Background: an optimization exercise with open tools, aiming at small area. Do not read the settings as production practice.
Function was checked by simulation only, so behaviour that the tests miss may differ from the original.

--- flow/run.sh ---
#!/bin/bash
# synth_recipe.tcl (not shown) runs the flow's synth.tcl, then flattens the netlist and writes it again
# the make line also repeats each setting of config.mk as NAME=value (left out here)
make -C /OpenROAD-flow-scripts/flow DESIGN_CONFIG=/design/flow/config.mk WORK_HOME=/design/flow/orfs CLKGATE_MAP_FILE= SYNTH_SCRIPT=/design/flow/synth_recipe.tcl finish
--- flow/config.mk ---
export PLATFORM = sky130hd
export DESIGN_NAME = volume_meter
export DESIGN_NICKNAME = volume_meter
export VERILOG_FILES = /design/flow/design.v
export SDC_FILE = /design/flow/constraint.sdc
export NUM_CORES = 4
export LEC_CHECK = 0
export CAP_MARGIN = 20
export CORE_MARGIN = 2
export CORE_UTILIZATION = 40
export SLEW_MARGIN = 20
--- flow/constraint.sdc ---
create_clock -name core_clock -period 150.0 [get_ports {clk}]
set_input_delay 30.0000 -clock core_clock [delete_from_list [all_inputs] [get_ports {clk}]]
set_output_delay 30.0000 -clock core_clock [all_outputs]
set_load 0.01 [all_outputs]
--- flow/design.v ---
`timescale 1ns / 1ps
module averaging(
    input clk,
    input rst,
    input en,
    input take_average,
    input [9:0] waveform,
    output reg [9:0] averaged_waveform,
    output reg average_state
    );
    reg [31:0] counter;
    reg [31:0] intermediate;
    always @ (posedge clk) begin
        if (rst) begin
            intermediate <= 32'd0;
            counter <= 32'd0;
            averaged_waveform <= 10'd0;
            average_state <= 1'b0;
        end else if (en) begin
        intermediate <= (counter < 32'd4000 & take_average == 1) ? intermediate + waveform : intermediate;
        counter <= (counter < 32'd4000 & take_average == 1) ? (counter + 1) : counter;
        averaged_waveform <= (counter < 32'd4000 & take_average == 1) ? averaged_waveform : (intermediate / (counter+1));
        average_state <= (counter == 32'd4000 || take_average == 1) ? 1 : 0;
        end
    end
endmodule
`timescale 1ns / 1ps
module LED_calibrate(
    input clk,
    input rst,
    input en_20k,
    input en_5Hz,
    input sw4, 
    input btnC,
    input [9:0]wave,
    output reg [9:0]new_threshold,
    output reg [9:0]interval
    );
    localparam [9:0] max_value = 10'd1023;
    reg [9:0] base;
    reg [9:0] LEDs_needed;
    reg [9:0] difference;
    wire [9:0] average;
    wire average_state;
    wire [9:0] ratio = (LEDs_needed == 0) ? 10'd0 : (difference / LEDs_needed);
    averaging averaged(clk, rst, en_20k, sw4, wave, average, average_state);
    always @ (posedge clk) begin
        if (rst) begin
            base <= 10'd575;
            new_threshold <= 10'd575;
            difference <= 10'd0;
            LEDs_needed <= 10'd0;
            interval <= 10'd28;
        end else if (en_5Hz) begin
        base <= (sw4 == 1) ? ((wave < average) ? (wave + average) : wave) : (btnC == 0) ? base : 10'd575;
        new_threshold <= base;
        difference <= max_value - new_threshold;
        LEDs_needed <= (difference < 16) ? difference : 10'd16;
        interval <= (btnC == 1) ? ratio : (difference < 16 && sw4 == 1) ? 10'd1 : ((sw4 == 1) ? ratio : interval);
        end
    end
endmodule
`timescale 1ns / 1ps
module volume_indicator(
    input clk,
    input rst,
    input en_20k,
    input en_5Hz,
    input sw4,
    input btnC,
    input [9:0] wave,
    output reg [15:0] LED,
    output [9:0] base,
    output [9:0] interval
    );
    localparam [15:0] power = 16'b1111111111111111;
    LED_calibrate calibrate(clk, rst, en_20k, en_5Hz, sw4, btnC, wave, base, interval);
    always @ (posedge clk) begin
        if (rst) begin
            LED <= 16'd0;
        end else if (en_5Hz) begin
        LED <= (wave <= base) ? 0 :
                        (wave <= base + interval) ? power[1:0] :
                        (wave <= base + (interval * 2)) ? power[2:0] :
                        (wave <= base + (interval * 3)) ? power[3:0] :
                        (wave <= base + (interval * 4)) ? power[4:0] :
                        (wave <= base + (interval * 5)) ? power[5:0] :
                        (wave <= base + (interval * 6)) ? power[6:0] :
                        (wave <= base + (interval * 7)) ? power[7:0] :
                        (wave <= base + (interval * 8)) ? power[8:0] :
                        (wave <= base + (interval * 9)) ? power[9:0] :
                        (wave <= base + (interval * 10)) ? power[10:0] :
                        (wave <= base + (interval * 11)) ? power[11:0] :
                        (wave <= base + (interval * 12)) ? power[12:0] :
                        (wave <= base + (interval * 13)) ? power[13:0] :
                        (wave <= base + (interval * 14)) ? power[14:0] :
                        power;             
        end
    end
endmodule
`timescale 1ns / 1ps
module volume_meter(
    input clk,
    input rst,
    input en_20k,
    input en_5hz,
    input sw4,
    input btnC,
    input [9:0] wave,
    output [15:0] led,
    output [9:0] threshold,
    output [9:0] interval
    );
    volume_indicator vi(
        .clk(clk), .rst(rst), .en_20k(en_20k), .en_5Hz(en_5hz),
        .sw4(sw4), .btnC(btnC), .wave(wave),
        .LED(led), .base(threshold), .interval(interval)
    );
endmodule
==> impl_metrics.ini <==
[clock_tree]
cts_tree = done
post_cts_buffers = 0
clock_path_buffers = 2
cts-resized-gates = 0
clock_latency_ns = 0.49
cts_buffers = 17
clock_tree.root_cell = clkbuf_16
htreeDepth = 4
clk_pin_slew_worst_paths_ns = 0.06
cts_sinks = 139
hold_buffers = 0

[sta]
fin_ws_ns = 55.58
finalClockSkew_ns = 0.0180
finalCriticalPeriod_ns = 94.42
tightestPinTransition_ns = 1.12
max_freq_ghz = 0.0106
fin_tns_setup_ns = 0
rsz0062_at_grt = false
drv_slew = 0
hold_violations = 0
final-setup-viol-count = 0
period_share_pct = 62.9
maxSlewHeadroom_pct = 24.6

[placement]
place.gp.congestion = 1.01
dp_slack_ns = 58.55
dpl_cell_area_sq_mm = 0.0509
io_buffers = 51
dp_cells = 8242
place_hpwl_microns = 149000

[grt]
grt_busiest_layer = met2
grt.total_usage_pct = 30.0
grt_max_degree = 62
antenna_found_initial = 0
use_met1_pct = 41.1
grt_overflow = 0
met3_usage_pct = 4.25
use_met2_pct = 46.8
grt_pass1_wl_microns = 288000
grt_pass1_vias = 47600

[layout]
multi_input_area_sq_mm = 0.0433
diodes = 0
stdcell_count = 8274
synthToLayoutAreaGrowth_pct = 6.77
nets = 7627
drive_above_1_share_pct = 5.69
finalInstanceArea_sq_mm = 0.0515
register_area_sq_mm = 0.00278
nFillCells = 12400

[routing]
vias = 51100
wire_per_inst_microns = 23.0
drt_iter0_drc = 5069
drt-total-wl_microns = 190000
routed_via_density = 6.18
dr.pass1.iters = 6
route.detailed.drc = 0
drt.antenna.violating_nets = 0

[worst_setup_path]
cp_slowest_cell = nor3_2
crit_path_max_fanout = 37
cp-startpoint = vi.calibrate.averaged.counter[1]
r2r_end = vi.calibrate.averaged.averaged_waveform[0]
cp-start-kind = flip-flop
rr_startpoint = vi.calibrate.averaged.counter[1]
cpMostUsedCell = a21oi_1
rrSetupSlack_ns = 55.58
worst_path_largest_cell_delay_ns = 0.94
worstSetupEndpointType = flip-flop
worstPathArrival_ns = 94.74
required_ns = 150.32
crit_end = vi.calibrate.averaged.averaged_waveform[0]
worst_r2r_path_depth = 334
crit_type = reg -> reg

[die]
io_pins = 52
rows = 127
dieHeight_microns = 351
fp.dieArea_sq_mm = 0.123
initial_core_util_pct = 40.3
fp.dieW_microns = 351
core-area_sq_mm = 0.120

[synth]
async_reset_ff_share_pct = 0
synthMostInstantiatedCell = ha_1
synth_fa_ha_area_share_pct = 25.6
muxShareOfSynthArea_pct = 3.05
synth-edff-count = 0
synthesis.nets = 7668
yosys.area.top_type = ha_1
synth-simple-area-share_pct = 22.8
synthTopCellsByCount = ha_1 (918), nor2_1 (617), a21oi_1 (555)
synth_compound_area_share_pct = 28.3
ys_ff_latch = 139
synth_top_family_by_area = compound AO/OA/AOI/OAI gates
syn_area_sq_mm = 0.0483
synth_top_area_share_pct = 23.8
synthCells = 6690
synth-main-ff-cell = dfxtp_1
synth_area_leaders = ha_1 (24%), dfxtp_1 (5.8%), a21oi_1 (5.8%)
synth_area_per_cell_sq_um = 7.21
synth_cell_type_count = 109
yosysSeqAreaShare_pct = 5.77
yosys_warnings = 3
synthXorXnorAreaFrac_pct = 9.58

[outcome]
status = finished clean

[worst_hold_path]
hold_path.class = reg -> reg

[flow_run]
drv_cap = 0
layout by cell type, fill, tap and decap left out, types with 88 or more instances in the layout:
| master | instances |
|---|---|
| inv_1 | 382 |
| o21a_1 | 211 |
| buf_4 | 107 |
| a31oi_1 | 94 |
| o21ai_0 | 337 |
| o21bai_1 | 109 |
| xor2_1 | 207 |
| a21o_1 | 245 |
| ha_1 | 918 |
| xnor2_1 | 309 |
| a21oi_1 | 553 |
| nor2b_1 | 88 |
| nand2_1 | 532 |
| nand4_1 | 112 |
| nor2_1 | 614 |
| dfxtp_1 | 138 |
| nand3_1 | 194 |
| nor3_1 | 239 |
worst min path at each step:
stage / from / cells after the start / end / slack [ns]
4_1_cts: vi.calibrate.LEDs_needed[2] / 2 / vi.calibrate.LEDs_needed[2] / 0.46
3_3_place_gp: vi.calibrate.interval[9] / 2 / vi.calibrate.interval[9] / 0.45
2_1_floorplan: vi.calibrate.LEDs_needed[1] / 2 / vi.calibrate.LEDs_needed[1] / 0.44
6_report: vi.LED[5] / 2 / vi.LED[5] / 0.46
3_5_place_dp: vi.calibrate.interval[9] / 2 / vi.calibrate.interval[9] / 0.46
5_1_grt: vi.calibrate.LEDs_needed[2] / 2 / vi.calibrate.LEDs_needed[2] / 0.49
kinds of logic (layout without fill, tap and decap cells):
family                     after synthesis  in the layout
and+or+nand+nor                       2253           2253
AOI/OAI and AO/OA                     2067           2067
adders and majority gates              962            962
buffers and inverters                  604            576
xor gates and xnor gates               528            528
DFF                                    139            139
muxes                                  137            137
per-layer routing:
metal  vias to the layer above  share of wire (%)
met2                      2096                 43
met3                       427                8.0
li1                      24600                  -
met1                     24000                 44
met4                         0                4.7
met5                         -                  0
area by class of cell:
type / count / area share (%)
Multi-Input combinational cell: 5947 / 84.1
Sequential cell: 139 / 5.40
Tap cell: 1612 / 3.92
Inverter: 387 / 2.82
Timing Repair Buffer: 157 / 2.53
Clock buffer: 20 / 0.867
Clock inverter: 12 / 0.355
per-stage QoR:
step / util (%) / hold slack [ns]
finish: 43.0 / 0.459
global route: 43.0 / 0.485
CTS: 43.0 / 0.465
detailed placement: 42.5 / 0.455
global placement: 42.5 / 0.448
floorplan: - / 0.441
registers in the layout (all words and copies together), names as in the netlist:
signal	count
vi.calibrate.averaged.counter	32
vi.calibrate.averaged.intermediate	32
vi.LED	15
vi.calibrate.LEDs_needed	10
vi.calibrate.averaged.averaged_waveform	10
vi.calibrate.base	10
vi.calibrate.difference	10
vi.calibrate.interval	10
vi.calibrate.new_threshold	10
worst max-delay path, delay by kind of cell, from the launching register on:
family          cells  cell delay, ns
compound gates    177           47.89
mux                 7            2.85
simple gates       97           28.42
flops               1            0.48
fa+ha+maj          32           10.44
buf+inv            21            3.95

## port drivers added, routing unchanged
Ports are ideal in the flow. The routed layout listed here was re-timed in OpenROAD.
Step 1 assumes that a clkbuf_16 drives the clock port and a buf_2 every other input.
Step 2, shift: input delay + t, output delay - t, t = (earliest + latest rising clock arrival at the registers) / 2. This alone moves slack from input paths to output paths.
a / b / c = no drivers / after step 1 / after step 2; a / b = the first two.
shift t [ns]: 0.548
setup WS [ns]: 55.583 / 55.583 / 55.583
worst register clock-pin slew, ns: 0.08 / 0.08
pins driven straight from the clock port: 1
After both steps setup and hold are still met in this run. The setup slack of this run moves by 0.000 ns with the drivers and by 0.000 ns with both steps.
